Source: an optimization exercise on an open RTL-to-GDS flow (aim: small area and a short achievable clock period). Production flows keep margins and buffers that such runs may drop. At most, simulation tests tie the RTL to the original design; equivalence was not proved. No activity file was given, so power comes from the tool's default toggle rates.

==> inputs of 06-13 <==
// sync_fifo
module sync_fifo #(
	parameter FIFO_DEPTH = 16	        ,
	parameter DATA_WIDTH = 32               ,
	parameter AW         = $clog2(FIFO_DEPTH) 
)
(
	input                   	i_clk            ,  
	input                   	i_rst_n          ,  
	input                   	i_valid_s        ,  
	input  [AW-1:0] 			i_almostfull_lvl ,  
	input  [DATA_WIDTH-1:0] 	i_datain         ,  
	input                   	i_ready_m        ,  
	input  [AW-1:0]				i_almostempty_lvl,  
	output                  	o_ready_s        ,  
	output                  	o_almostfull     ,  
	output                  	o_full           ,  
	output                  	o_valid_m        ,  
	output                  	o_almostempty    ,  
	output                  	o_empty          ,  
	output  [DATA_WIDTH-1:0] 	o_dataout           
);
==> module sync_fifo, before the edit <==
module sync_fifo #(
	parameter FIFO_DEPTH = 16	        ,
	parameter DATA_WIDTH = 32               ,
	parameter AW         = $clog2(FIFO_DEPTH) 
)
(
	input                   	i_clk            ,  
	input                   	i_rst_n          ,  
	input                   	i_valid_s        ,  
	input  [AW-1:0] 			i_almostfull_lvl ,  
	input  [DATA_WIDTH-1:0] 	i_datain         ,  
	input                   	i_ready_m        ,  
	input  [AW-1:0]				i_almostempty_lvl,  
	output                  	o_ready_s        ,  
	output                  	o_almostfull     ,  
	output                  	o_full           ,  
	output                  	o_valid_m        ,  
	output                  	o_almostempty    ,  
	output                  	o_empty          ,  
	output  [DATA_WIDTH-1:0] 	o_dataout           
);
	localparam RW = FIFO_DEPTH - 1;  
	logic [FIFO_DEPTH:1] ge;
	wire full   = ge[FIFO_DEPTH];
	wire nempty = ge[1];
	wire push   = i_valid_s & ~full;
	wire pop    = i_ready_m & nempty;
	wire inc    = push & ~pop;
	wire dec    = pop & ~push;
	wire [FIFO_DEPTH:1] ge_nx = inc ? {ge[FIFO_DEPTH-1:1], 1'b1} :
	                            dec ? {1'b0, ge[FIFO_DEPTH:2]}   : ge;
	always_ff @(posedge i_clk or negedge i_rst_n) begin
		if (~i_rst_n) ge <= '0;
		else          ge <= ge_nx;
	end
	assign o_full    = full;
	assign o_ready_s = ~full;
	assign o_valid_m = nempty;
	assign o_empty   = ~nempty;
	function automatic logic sel16(input logic [15:0] t, input logic [3:0] lvl);
		logic [3:0] lo, hi, y;
		lo = 4'b0001 << lvl[1:0];
		hi = 4'b0001 << lvl[3:2];
		for (int h = 0; h < 4; h++)
			y[h] = |(lo & t[4*h +: 4]);
		sel16 = |(hi & y);
	endfunction
	wire [15:0] ge0 = {ge[FIFO_DEPTH-1:1], 1'b1};  
	wire [15:0] le  = ~ge[FIFO_DEPTH:1];           
	assign o_almostfull  = sel16(ge0, i_almostfull_lvl);
	assign o_almostempty = sel16(le,  i_almostempty_lvl);
	wire ram_we = push & nempty & (ge[2] | ~pop);
	wire ram_re = pop & ge[2];
	wire h_load = pop | ~nempty;
	logic [3:0] wp;
	always_ff @(posedge i_clk or negedge i_rst_n) begin
		if (~i_rst_n)    wp <= 4'd1;
		else if (ram_we) wp <= {wp[2:0], wp[3] ^ wp[2]};
	end
	logic [RW:1] rp_oh;
	logic [RW:1] rp_nx;
	always_comb begin
		for (int i = 1; i <= RW; i++) begin
			rp_nx[i] = rp_oh[i];
		end
		if (ram_re) begin
			for (int j = 1; j <= RW; j++) begin
				rp_nx[{j[2:0], j[3] ^ j[2]}] = rp_oh[j];
			end
		end
	end
	logic [RW:1] hsel;
	logic        hsel_in;
	always_ff @(posedge i_clk or negedge i_rst_n) begin
		if (~i_rst_n) begin
			rp_oh   <= {{(RW-1){1'b0}}, 1'b1};
			hsel    <= '0;
			hsel_in <= 1'b1;
		end else begin
			rp_oh   <= rp_nx;
			hsel    <= rp_nx & {RW{ge_nx[2]}};
			hsel_in <= ~ge_nx[2];
		end
	end
	logic [DATA_WIDTH-1:0] mem [1:RW];
	logic [DATA_WIDTH-1:0] head;
	always_ff @(posedge i_clk) begin
		for (int i = 1; i <= RW; i++) begin
			if (ram_we && wp == i) mem[i] <= i_datain;
		end
	end
	logic [DATA_WIDTH-1:0] head_nx;
	always_comb begin
		head_nx = {DATA_WIDTH{hsel_in}} & i_datain;
		for (int i = 1; i <= RW; i++)
			head_nx = head_nx | ({DATA_WIDTH{hsel[i]}} & mem[i]);
	end
	always_ff @(posedge i_clk) begin
		if (h_load) head <= head_nx;
	end
	assign o_dataout = head;
endmodule
export LEC_CHECK = 0
export CAP_MARGIN = 20
export CORE_MARGIN = 2
export CORE_UTILIZATION = 40
export SETUP_SLACK_MARGIN = 1.2
export SLEW_MARGIN = 20
create_clock -name core_clock -period 4.0 [get_ports {i_clk}]
standard.sh (not shown) runs the stock make flow with config.mk's settings and CLKGATE_MAP_FILE= SYNTH_SCRIPT=/design/flow/synth_recipe.tcl, a recipe that flattens the netlist after the stock synthesis.
==> flow/flow/run.sh <==
#!/bin/bash
# Standard layout, with plain buffers on the ports instead of the
# delay cells buffer_ports picks by default.
cp standard.sh flow/standard.sh.seen 2>/dev/null
export BUFFER_PORTS_ARGS="-buffer_cell sky130_fd_sc_hd__buf_2"
bash standard.sh > standard.log 2>&1
==> flow/flow/standard.sh.seen <==
#!/bin/bash
# The standard flow's own layout of this design, on the ORFS make targets given (by default finish). After
# finish it leaves the final layout's DEF at /design/flow/out/final.def.
set -euo pipefail
make -C /OpenROAD-flow-scripts/flow DESIGN_CONFIG=/design/flow/config.mk WORK_HOME=/design/flow/orfs CLKGATE_MAP_FILE= SYNTH_SCRIPT=/design/flow/synth_recipe.tcl CAP_MARGIN=20 CORE_MARGIN=2 CORE_UTILIZATION=40 SETUP_SLACK_MARGIN=1.2 SLEW_MARGIN=20 "${@:-finish}"
if [[ -f /design/flow/orfs/results/sky130hd/sync_fifo/base/6_final.odb ]]; then
  : # left out here: write the final layout as DEF
fi
==> 02-20 (differences from 06-13) <==
==> flow/design.v (replaced) <==
module sync_fifo #(
	parameter FIFO_DEPTH = 16	        ,
	parameter DATA_WIDTH = 32               ,
	parameter AW         = $clog2(FIFO_DEPTH) 
)
(
	input                   	i_clk            ,  
	input                   	i_rst_n          ,  
	input                   	i_valid_s        ,  
	input  [AW-1:0] 			i_almostfull_lvl ,  
	input  [DATA_WIDTH-1:0] 	i_datain         ,  
	input                   	i_ready_m        ,  
	input  [AW-1:0]				i_almostempty_lvl,  
	output                  	o_ready_s        ,  
	output                  	o_almostfull     ,  
	output                  	o_full           ,  
	output                  	o_valid_m        ,  
	output                  	o_almostempty    ,  
	output                  	o_empty          ,  
	output  [DATA_WIDTH-1:0] 	o_dataout           
);
	logic [FIFO_DEPTH:1] ge;
	wire full   = ge[FIFO_DEPTH];
	wire nempty = ge[1];
	wire push   = i_valid_s & ~full;
	wire pop    = i_ready_m & nempty;
	always_ff @(posedge i_clk or negedge i_rst_n) begin
		if (~i_rst_n) begin
			ge <= '0;
		end else if (push & ~pop) begin
			ge <= {ge[FIFO_DEPTH-1:1], 1'b1};
		end else if (pop & ~push) begin
			ge <= {1'b0, ge[FIFO_DEPTH:2]};
		end
	end
	assign o_full    = full;
	assign o_ready_s = ~full;
	assign o_valid_m = nempty;
	assign o_empty   = ~nempty;
	wire [FIFO_DEPTH-1:0] ge0 = {ge[FIFO_DEPTH-1:1], 1'b1};  
	wire [FIFO_DEPTH-1:0] le  = ~ge[FIFO_DEPTH:1];           
	assign o_almostfull  = ge0[i_almostfull_lvl];
	assign o_almostempty = le[i_almostempty_lvl];
	function automatic [3:0] lfsr_next(input [3:0] p);
		lfsr_next = {p[2:0], p[3] ^ p[2]};
	endfunction
	logic [3:0] wp, rp;
	logic [DATA_WIDTH-1:0] mem [1:FIFO_DEPTH-1];
	logic [DATA_WIDTH-1:0] head;
	wire ram_we  = push & nempty & (ge[2] | ~pop);
	wire ram_re  = pop & ge[2];
	wire h_load  = pop | ~nempty;
	always_ff @(posedge i_clk or negedge i_rst_n) begin
		if (~i_rst_n) begin
			wp <= 4'd1;
			rp <= 4'd1;
		end else begin
			if (ram_we) wp <= lfsr_next(wp);
			if (ram_re) rp <= lfsr_next(rp);
		end
	end
	always_ff @(posedge i_clk) begin
		for (int i = 1; i < FIFO_DEPTH; i++) begin
			if (ram_we && wp == i) mem[i] <= i_datain;
		end
	end
	logic [DATA_WIDTH-1:0] head_nx;
	always_comb begin
		head_nx = ({DATA_WIDTH{~h_load}} & head) |
		          ({DATA_WIDTH{h_load & ~ge[2]}} & i_datain);
		for (int i = 1; i < FIFO_DEPTH; i++) begin
			head_nx = head_nx | ({DATA_WIDTH{h_load & ge[2] & (rp == i)}} & mem[i]);
		end
	end
	always_ff @(posedge i_clk) begin
		head <= head_nx;
	end
	assign o_dataout = head;
endmodule
==> flow/run.sh (new file) <==
#!/bin/bash
# synth_recipe.tcl (not shown) runs the flow's synth.tcl, then flattens the netlist and writes it again
# the make line also repeats each setting of config.mk as NAME=value (left out here)
make -C /OpenROAD-flow-scripts/flow DESIGN_CONFIG=/design/flow/config.mk WORK_HOME=/design/flow/orfs CLKGATE_MAP_FILE= SYNTH_SCRIPT=/design/flow/synth_recipe.tcl finish
removed: flow/flow/run.sh
removed: flow/flow/standard.sh.seen
removed: flow/standard.sh
==> 08-27 (differences from 06-13) <==
==> flow/design.v (replaced) <==
module sync_fifo #(
	parameter FIFO_DEPTH = 16	        ,
	parameter DATA_WIDTH = 32               ,
	parameter AW         = $clog2(FIFO_DEPTH) 
)
(
	input                   	i_clk            ,  
	input                   	i_rst_n          ,  
	input                   	i_valid_s        ,  
	input  [AW-1:0] 			i_almostfull_lvl ,  
	input  [DATA_WIDTH-1:0] 	i_datain         ,  
	input                   	i_ready_m        ,  
	input  [AW-1:0]				i_almostempty_lvl,  
	output                  	o_ready_s        ,  
	output                  	o_almostfull     ,  
	output                  	o_full           ,  
	output                  	o_valid_m        ,  
	output                  	o_almostempty    ,  
	output                  	o_empty          ,  
	output  [DATA_WIDTH-1:0] 	o_dataout           
);
	logic [FIFO_DEPTH:1] ge;
	wire full   = ge[FIFO_DEPTH];
	wire nempty = ge[1];
	wire push   = i_valid_s & ~full;
	wire pop    = i_ready_m & nempty;
	always_ff @(posedge i_clk or negedge i_rst_n) begin
		if (~i_rst_n) begin
			ge <= '0;
		end else if (push & ~pop) begin
			ge <= {ge[FIFO_DEPTH-1:1], 1'b1};
		end else if (pop & ~push) begin
			ge <= {1'b0, ge[FIFO_DEPTH:2]};
		end
	end
	assign o_full    = full;
	assign o_ready_s = ~full;
	assign o_valid_m = nempty;
	assign o_empty   = ~nempty;
	wire [FIFO_DEPTH-1:0] ge0 = {ge[FIFO_DEPTH-1:1], 1'b1};  
	wire [FIFO_DEPTH-1:0] le  = ~ge[FIFO_DEPTH:1];           
	assign o_almostfull  = ge0[i_almostfull_lvl];
	assign o_almostempty = le[i_almostempty_lvl];
	function automatic [3:0] lfsr_next(input [3:0] p);
		lfsr_next = {p[2:0], p[3] ^ p[2]};
	endfunction
	logic [3:0] wp, rp;
	logic [DATA_WIDTH-1:0] mem [1:FIFO_DEPTH-1];
	logic [DATA_WIDTH-1:0] head;
	wire ram_we  = push & nempty & (ge[2] | ~pop);
	wire ram_re  = pop & ge[2];
	wire h_load  = pop | ~nempty;
	always_ff @(posedge i_clk or negedge i_rst_n) begin
		if (~i_rst_n) begin
			wp <= 4'd1;
			rp <= 4'd1;
		end else begin
			if (ram_we) wp <= lfsr_next(wp);
			if (ram_re) rp <= lfsr_next(rp);
		end
	end
	always_ff @(posedge i_clk) begin
		for (int i = 1; i < FIFO_DEPTH; i++) begin
			if (ram_we && wp == i) mem[i] <= i_datain;
		end
	end
	always_ff @(posedge i_clk) begin
		if (h_load) head <= ge[2] ? mem[rp] : i_datain;
	end
	assign o_dataout = head;
endmodule
==> flow/run.sh (new file) <==
#!/bin/bash
# synth_recipe.tcl (not shown) runs the flow's synth.tcl, then flattens the netlist and writes it again
# the make line also repeats each setting of config.mk as NAME=value (left out here)
make -C /OpenROAD-flow-scripts/flow DESIGN_CONFIG=/design/flow/config.mk WORK_HOME=/design/flow/orfs CLKGATE_MAP_FILE= SYNTH_SCRIPT=/design/flow/synth_recipe.tcl finish
removed: flow/flow/run.sh
removed: flow/flow/standard.sh.seen
removed: flow/standard.sh
==> summary of the runs <==
- Synthesized cell count: 06-13 < 08-27 < 02-20.
- Final cell count, lowest first: 06-13, 08-27, 02-20.
- Of 08-27 and 06-13, 08-27 has the higher die area (gap 1.9%, measured against 06-13).
- Clock-buffer cell count, lowest first: 08-27, 02-20, 06-13.
- Of 08-27 and 06-13, 06-13 has the higher flip-flop and latch count (gap 27).
- Between 06-13 and 02-20, the lower area after synthesis is in 06-13 (gap 1.3%, measured against 02-20).
- Sequential share of layout area: 02-20 < 08-27 < 06-13.
==> figures <==
quantity                                                        08-27                    06-13                     02-20
Run status                                   timing/DRC/antenna clean  timing/DRC/antenna clean  timing/DRC/antenna clean
Starting density of the core                                    40.5%                    40.6%                     40.4%
Initial DRT Pass Iterations                                         6                        5                         5
Syn_nets                                                         1284                     1111                      1287
Uppermost layer routed                                           met4                     met5                      met5
Share of layout cells above drive strength 1                    13.9%                    21.9%                     19.3%
Slowest CP cell                               sky130_fd_sc_hd__mux4_2  sky130_fd_sc_hd__mux4_2  sky130_fd_sc_hd__dfrtp_4
Final cell count without fillers                                 2038                     1903                      2092
Worst Max-Slew Pin Slew                                        927 ps                  1010 ps                   1080 ps
Worst path bufs/invs                                                2                        1                         2
Mean Syn Cell Area                                         17.0 sq um               19.3 sq um                16.8 sq um
Initial detailed-routing violation count                         1170                      999                      1163
Area growth from synthesis to layout                            17.2%                    15.9%                     18.6%
Reported leakage power                                        7.57 nW                  7.89 nW                   7.78 nW
Metal-1 WL                                                    23.2 mm                  21.5 mm                   21.8 mm
For 02-20 and 08-27, only the layout was checked, not whether the RTL still works.

-- re-timing with driven ports --
How much do the figures lean on ideal ports? The routed layouts below were timed once more, with nothing changed but the port constraints.
Step 1 (the two cells are an assumption about what drives the block):
set clk [get_ports {i_clk}]
set_driving_cell -lib_cell sky130_fd_sc_hd__clkbuf_16 $clk
set_driving_cell -lib_cell sky130_fd_sc_hd__buf_2 [delete_from_list [all_inputs] $clk]
Step 2 also shifts input and output timing later by t, the mid clock arrival at the registers, as if the neighbouring blocks saw the same clock.
Slacks: ideal ports / drivers / drivers and shift; pairs: ideal ports / drivers.
| run | t (ns) | slack for setup (ns) | worst setup path at the end | latest minus earliest clock arrival (ns) |
|---|---|---|---|---|
| 06-13 | 0.651 | 1.096 / 1.038 / 1.001 | input to register | 0.026 / 0.026 |
| 02-20 | 0.659 | 1.020 / 0.965 / 0.664 | input to register | 0.023 / 0.023 |
| 08-27 | 0.634 | 1.077 / 1.015 / 0.882 | input to register | 0.020 / 0.020 |
After both steps every run listed still meets setup and hold. The setup slack of 02-20, which loses most, moves by -0.055 ns with the drivers and by -0.356 ns with both steps.
